Source: an optimization exercise on an open RTL-to-GDS flow (aim: small area, a short achievable clock period and few clock cycles). Production flows keep margins and buffers that such runs may drop.
The RTL was checked by simulation tests, not by an equivalence proof against the original design.

Setup of JK:
==> flow/design.v (excerpt) <==
module PN (
    input clk,
    input rst_n,
    input [1:0] mode,
    input operator,
    input [2:0] in,
    input in_valid,
    output reg out_valid,
    output signed [31:0] out
);
    localparam S_IDLE = 2'd0, S_RUN = 2'd1, S_BOUT = 2'd2;
    reg [15:0] out_r;
    assign out = {{16{out_r[15]}}, out_r};
    reg [1:0] st;
    reg [1:0] md;
    reg [3:0] H;
    reg       hv;
    reg [3:0] Q [0:6];      
    reg [2:0] bl;           
    wire      qempty = (bl == 3'd0);
    wire      h_op = H[3];
    wire [2:0] h_val = H[2:0];
    wire      last_tok = qempty && !in_valid;
    reg [15:0] acc;
    reg        acc_big;
    reg        hasval;
    reg [6:0]  S [0:6];
    reg [2:0]  sd;
    reg [15:0] B [0:2];
    wire [6:0] S0 = S[0];
    wire [6:0] S1 = S[1];
    reg        mulc, absn, absn_b, absn_o, casc, fin;
    reg [12:0] T;
    reg [2:0]  dg;          
    reg [1:0]  bpos;        
    reg [1:0]  nb;          
    reg        rpend, hc;
    reg [1:0]  aop;         
    reg        opB_v;       
    reg        dm_mul;      
    reg        inv;         
    reg        mrow;        
    reg        swap;        
    reg        mc_b0;       
    reg        mc_sm;       
    reg        r0_pass;     
    reg        b_acc;       
    wire busy = mulc | absn;
    wire run = (st == S_RUN);
    wire take = run && !busy && !casc && hv;
    wire single = md[1];
    wire post = md[0];
    wire p_red = take && !post && !h_op && S0[4];
    wire p_op  = take && !post && h_op;
  ...
For scale: ~1300 cells after synthesis, about 210 flip-flops, ~42 I/O pins.
Settings: LEC_CHECK=0, CAP_MARGIN=20, CORE_MARGIN=2, CORE_UTILIZATION=55, SLEW_MARGIN=20; clock period 15.0 ns.
standard.sh (not shown) runs the stock make flow with config.mk's settings and CLKGATE_MAP_FILE= SYNTH_SCRIPT=/design/flow/synth_recipe.tcl, a recipe that flattens the netlist after the stock synthesis.
==> flow/flow/run.sh <==
#!/bin/bash
# Own layout flow: the standard ORFS flow (standard.sh, unchanged synthesis),
# with two layout settings beyond the standard ones: ORFS's timing repair aims
# for a larger setup margin, and the port buffers are buf_4 cells. The clock
# period and constraints are the design's.
set -euo pipefail
cd "$(dirname "${BASH_SOURCE[0]}")/.."
bash standard.sh SETUP_SLACK_MARGIN=10.7 REMOVE_ABC_BUFFERS=1 \
    "BUFFER_PORTS_ARGS=-buffer_cell sky130_fd_sc_hd__buf_4" finish > run_standard.log 2>&1
JK | status: complete | timing, DRC, antenna: pass
Testbench counts of JK, summed over its fixed seeds: cycles 36,846.
Changes in MS relative to JK:
# JK
export LEC_CHECK = 0
export CAP_MARGIN = 20
export CORE_MARGIN = 2
export CORE_UTILIZATION = 55
export SLEW_MARGIN = 20
create_clock -name core_clock -period 15.0 [get_ports {clk}]
# MS
export LEC_CHECK = 0
export CAP_MARGIN = 20
export CORE_MARGIN = 2
export CORE_UTILIZATION = 60
export SLEW_MARGIN = 20
create_clock -name core_clock -period 15.0 [get_ports {clk}]
-- flow/flow/run.sh --
<<< JK, line 6
set -euo pipefail
cd "$(dirname "${BASH_SOURCE[0]}")/.."
bash standard.sh SETUP_SLACK_MARGIN=10.7 REMOVE_ABC_BUFFERS=1 \
    "BUFFER_PORTS_ARGS=-buffer_cell sky130_fd_sc_hd__buf_4" finish > run_standard.log 2>&1
>>> MS, line 6
set -euo pipefail
cd "$(dirname "${BASH_SOURCE[0]}")/.."
bash standard.sh SETUP_SLACK_MARGIN=10.7 \
    "BUFFER_PORTS_ARGS=-buffer_cell sky130_fd_sc_hd__buf_4" finish > run_standard.log 2>&1
### Flow results
MS: flow completed, timing, DRC and antenna clean
JK finished every step from synthesis to the final layout, and the layout passed the timing, design-rule and antenna checks.
On flip-flop and latch count, JK and MS are neck and neck.
More vias were needed by JK than by MS.
Comparing JK against MS, there is no change at all in diode insertion count for antenna repair.
Proportion of layout cells with a drive suffix above 1: MS < JK
MS: fraction of area in non-clock buffers is 0.67 points lower than what JK reported.

Starting RTL as in the previous note.
Settings: LEC_CHECK=0, CAP_MARGIN=20, CORE_MARGIN=2, CORE_UTILIZATION=55, SLEW_MARGIN=20; clock period 15.0 ns.
==> flow/flow/run.sh <==
#!/bin/bash
# Own layout flow: the standard ORFS flow (standard.sh, unchanged synthesis),
# with two layout settings beyond the standard ones: ORFS's timing repair aims
# for a larger setup margin, and the port buffers are buf_4 cells. The clock
# period and constraints are the design's.
set -euo pipefail
cd "$(dirname "${BASH_SOURCE[0]}")/.."
bash standard.sh SETUP_SLACK_MARGIN=10.5 \
    "BUFFER_PORTS_ARGS=-buffer_cell sky130_fd_sc_hd__buf_4" finish > run_standard.log 2>&1
Testbench counts at the start, summed over its fixed seeds: cycles 36,846.
==> next run, changes <==
--- a/flow/flow/run.sh
+++ b/flow/flow/run.sh
@@ -8 +8 @@
-bash standard.sh SETUP_SLACK_MARGIN=10.5 \
+bash standard.sh SETUP_SLACK_MARGIN=10.7 \
Critical path depth came out higher by 1. Die area stays the same. Worst hold slack stays flat. Wire length came out higher by 0.75%.
==> next run, changes <==
--- a/flow/flow/run.sh
+++ b/flow/flow/run.sh
@@ -8 +8 @@
-bash standard.sh SETUP_SLACK_MARGIN=10.7 \
+bash standard.sh SETUP_SLACK_MARGIN=10.7 SKIP_GATE_CLONING=1 \
What happened: Global-route usage stays the same. Clock-buffer cell count is unchanged. Utilization increases by 0.28 points. Wire length hardly moves. Critical path depth does not change. Design area increases by 0.44%.
==> next run, changes <==
--- a/flow/flow/run.sh
+++ b/flow/flow/run.sh
@@ -8 +8 @@
-bash standard.sh SETUP_SLACK_MARGIN=10.7 SKIP_GATE_CLONING=1 \
+bash standard.sh SETUP_SLACK_MARGIN=10.6 \
The new run passed the timing, design-rule and antenna checks.
Synthesized cell count stays the same.
Final area drops by about 0.46%.
Routed wire length drops by about 1.3%.
Global-route usage hardly moves.
Hold slack is about the same.
Worst setup slack got worse by 0.068 ns.
Clock skew hardly moves.
Clock-buffer cell count climbs by 4.
Final cell count drops by about 0.8%.
==> next run, changes <==
--- a/flow/flow/run.sh
+++ b/flow/flow/run.sh
@@ -8 +8 @@
-bash standard.sh SETUP_SLACK_MARGIN=10.6 \
+bash standard.sh SETUP_SLACK_MARGIN=10.9 \
Result:
- The changed run passed the timing, design-rule and antenna checks
- wire length rises by 1.1%
- setup slack improved by 0.069 ns
- non-clock buffer count rose by 15
- clock skew goes down by 0.011 ns
- worst hold slack loses 0.0038 ns
- count of clock-buffer cells in the layout falls by 8
- final area rises by 2.4%

== run a ==
PN, a different RTL version from the one above (not shown whole).
Size in the first run: ~1300 cells after synthesis, roughly 210 flip-flops, roughly 42 I/O pins, about 0.013 mm^2 of cells after synthesis.
==> flow/design.v (excerpt) <==
module PN (
    input clk,
    input rst_n,
    input [1:0] mode,
    input operator,
    input [2:0] in,
    input in_valid,
    output reg out_valid,
    output signed [31:0] out
);
    localparam S_IDLE = 2'd0, S_RUN = 2'd1, S_BOUT = 2'd2;
    reg [15:0] out_r;
    assign out = {{16{out_r[15]}}, out_r};
    reg [1:0] st;
    reg [1:0] md;
    reg [3:0] H;
    reg       hv;
    reg [3:0] Q [0:6];      
    reg [2:0] bl;           
    wire      qempty = (bl == 3'd0);
    wire      h_op = H[3];
    wire [2:0] h_val = H[2:0];
    wire      last_tok = qempty && !in_valid;
    reg [15:0] acc;
    reg        acc_big;
    reg        hasval;
    reg [6:0]  S [0:6];
    reg [2:0]  sd;
    reg [15:0] B [0:2];
    wire [6:0] S0 = S[0];
    wire [6:0] S1 = S[1];
    reg        mulc, absn, absn_b, absn_o, casc, fin;
    reg [12:0] T;
    reg [1:0]  bpos;        
    reg [1:0]  nb;          
    reg        rpend, hc;
    reg [1:0]  aop;         
    reg        opB_v;       
    reg        dm_mul;      
    reg        inv;         
    reg        mrow;        
    reg        swap;        
    wire busy = mulc | absn;
    wire run = (st == S_RUN);
    wire take = run && !busy && !casc && hv;
    wire single = md[1];
    wire post = md[0];
    wire p_red = take && !post && !h_op && S0[4];
    wire p_op  = take && !post && h_op;
    wire p_set = take && !post && !h_op && !S0[4];
    wire q_op  = take && post && h_op;
    wire q_val = take && post && !h_op;
    wire c_step = run && !busy && casc;
    wire alu_go = p_red || q_op || c_step;
    wire [15:0] opA = S0[3] ? B[0] : {13'd0, S0[2:0]};
    wire [15:0] opB = opB_v ? {13'd0, h_val} : acc;
    wire [15:0] mc = swap ? acc : opA;
    wire e0 = swap ? S0[0] : opB[0];
    wire e1 = mulc ? T[0] : (swap ? S0[1] : opB[1]);
    wire e2 = mulc ? T[1] : (swap ? S0[2] : opB[2]);
  ...
Settings: LEC_CHECK=0, CAP_MARGIN=20, CORE_MARGIN=2, CORE_UTILIZATION=55, SLEW_MARGIN=20; clock period 15.0 ns.
==> flow/flow/run.sh <==
#!/bin/bash
# Own layout flow: the standard ORFS flow (standard.sh, unchanged synthesis),
# with two layout settings beyond the standard ones: ORFS's timing repair aims
# for a larger setup margin, and the port buffers are buf_4 cells. The clock
# period and constraints are the design's.
set -euo pipefail
cd "$(dirname "${BASH_SOURCE[0]}")/.."
bash standard.sh SETUP_SLACK_MARGIN=11.0 \
    "BUFFER_PORTS_ARGS=-buffer_cell sky130_fd_sc_hd__buf_4" finish > run_standard.log 2>&1
Testbench counts of run a, summed over its fixed seeds: cycles 36,846.
What run b does differently from run a at the input level:
--- a/flow/flow/run.sh
+++ b/flow/flow/run.sh
@@ -8 +8 @@
-bash standard.sh SETUP_SLACK_MARGIN=11.0 \
+bash standard.sh SETUP_SLACK_MARGIN=10.6 \
Results
Compared to run a, the router laid down less metal wire for run b.
Run b vs run a: fmax down slightly
Comparing run a and run b, tightest hold margin is higher on run b.
Relative to run a, the final cell area reported for run b is lower.
The clock network area share on run a is in line with that on run b.
Number of buffers and inverters on the critical path, run a and run b, higher one = run b.

## what the ideal ports hide
No port has a modelled driver above. Below, the same layouts with a new extraction and two added sets of constraints. Step 1, drivers: a clkbuf_16 drives clk and a buf_2 each remaining input, both assumed. Step 2 adds t to the input delays and takes it off the output delays; t is the mean of the earliest and latest rising clock arrival at the registers after step 1. Input paths then give back, and output paths get back, about the clock's delay inside the block. a / b / c = ideal ports / drivers / drivers and shift; a / b = the first two.
run	shift t [ns]	setup slack, ns	clock arrival spread, ns	worst slew at a driven data input, ns	cell pins on the clock port's net
JK	0.566	10.772 / 10.726 / 10.400	0.019 / 0.020	0.03	1
MS	0.564	10.772 / 10.724 / 10.346	0.019 / 0.020	0.04	1
the first run of note 2	0.580	10.604 / 10.555 / 10.336	0.027 / 0.028	0.03	1
the second run of note 2	0.573	10.770 / 10.720 / 10.301	0.030 / 0.030	0.04	1
the third run of note 2	0.573	10.766 / 10.715 / 10.307	0.023 / 0.023	0.04	1
the fourth run of note 2	0.578	10.698 / 10.698 / 10.359	0.024 / 0.024	0.03	1
the fifth run of note 2	0.568	10.768 / 10.721 / 10.509	0.014 / 0.013	0.04	1
run a	0.578	10.680 / 10.680 / 10.564	0.034 / 0.034	0.06	1
run b	0.577	10.636 / 10.636 / 10.320	0.011 / 0.010	0.03	1
After both steps setup and hold are still met in every run listed. The setup slack of the second run of note 2, which loses most, moves by -0.050 ns with the drivers and by -0.469 ns with both steps.
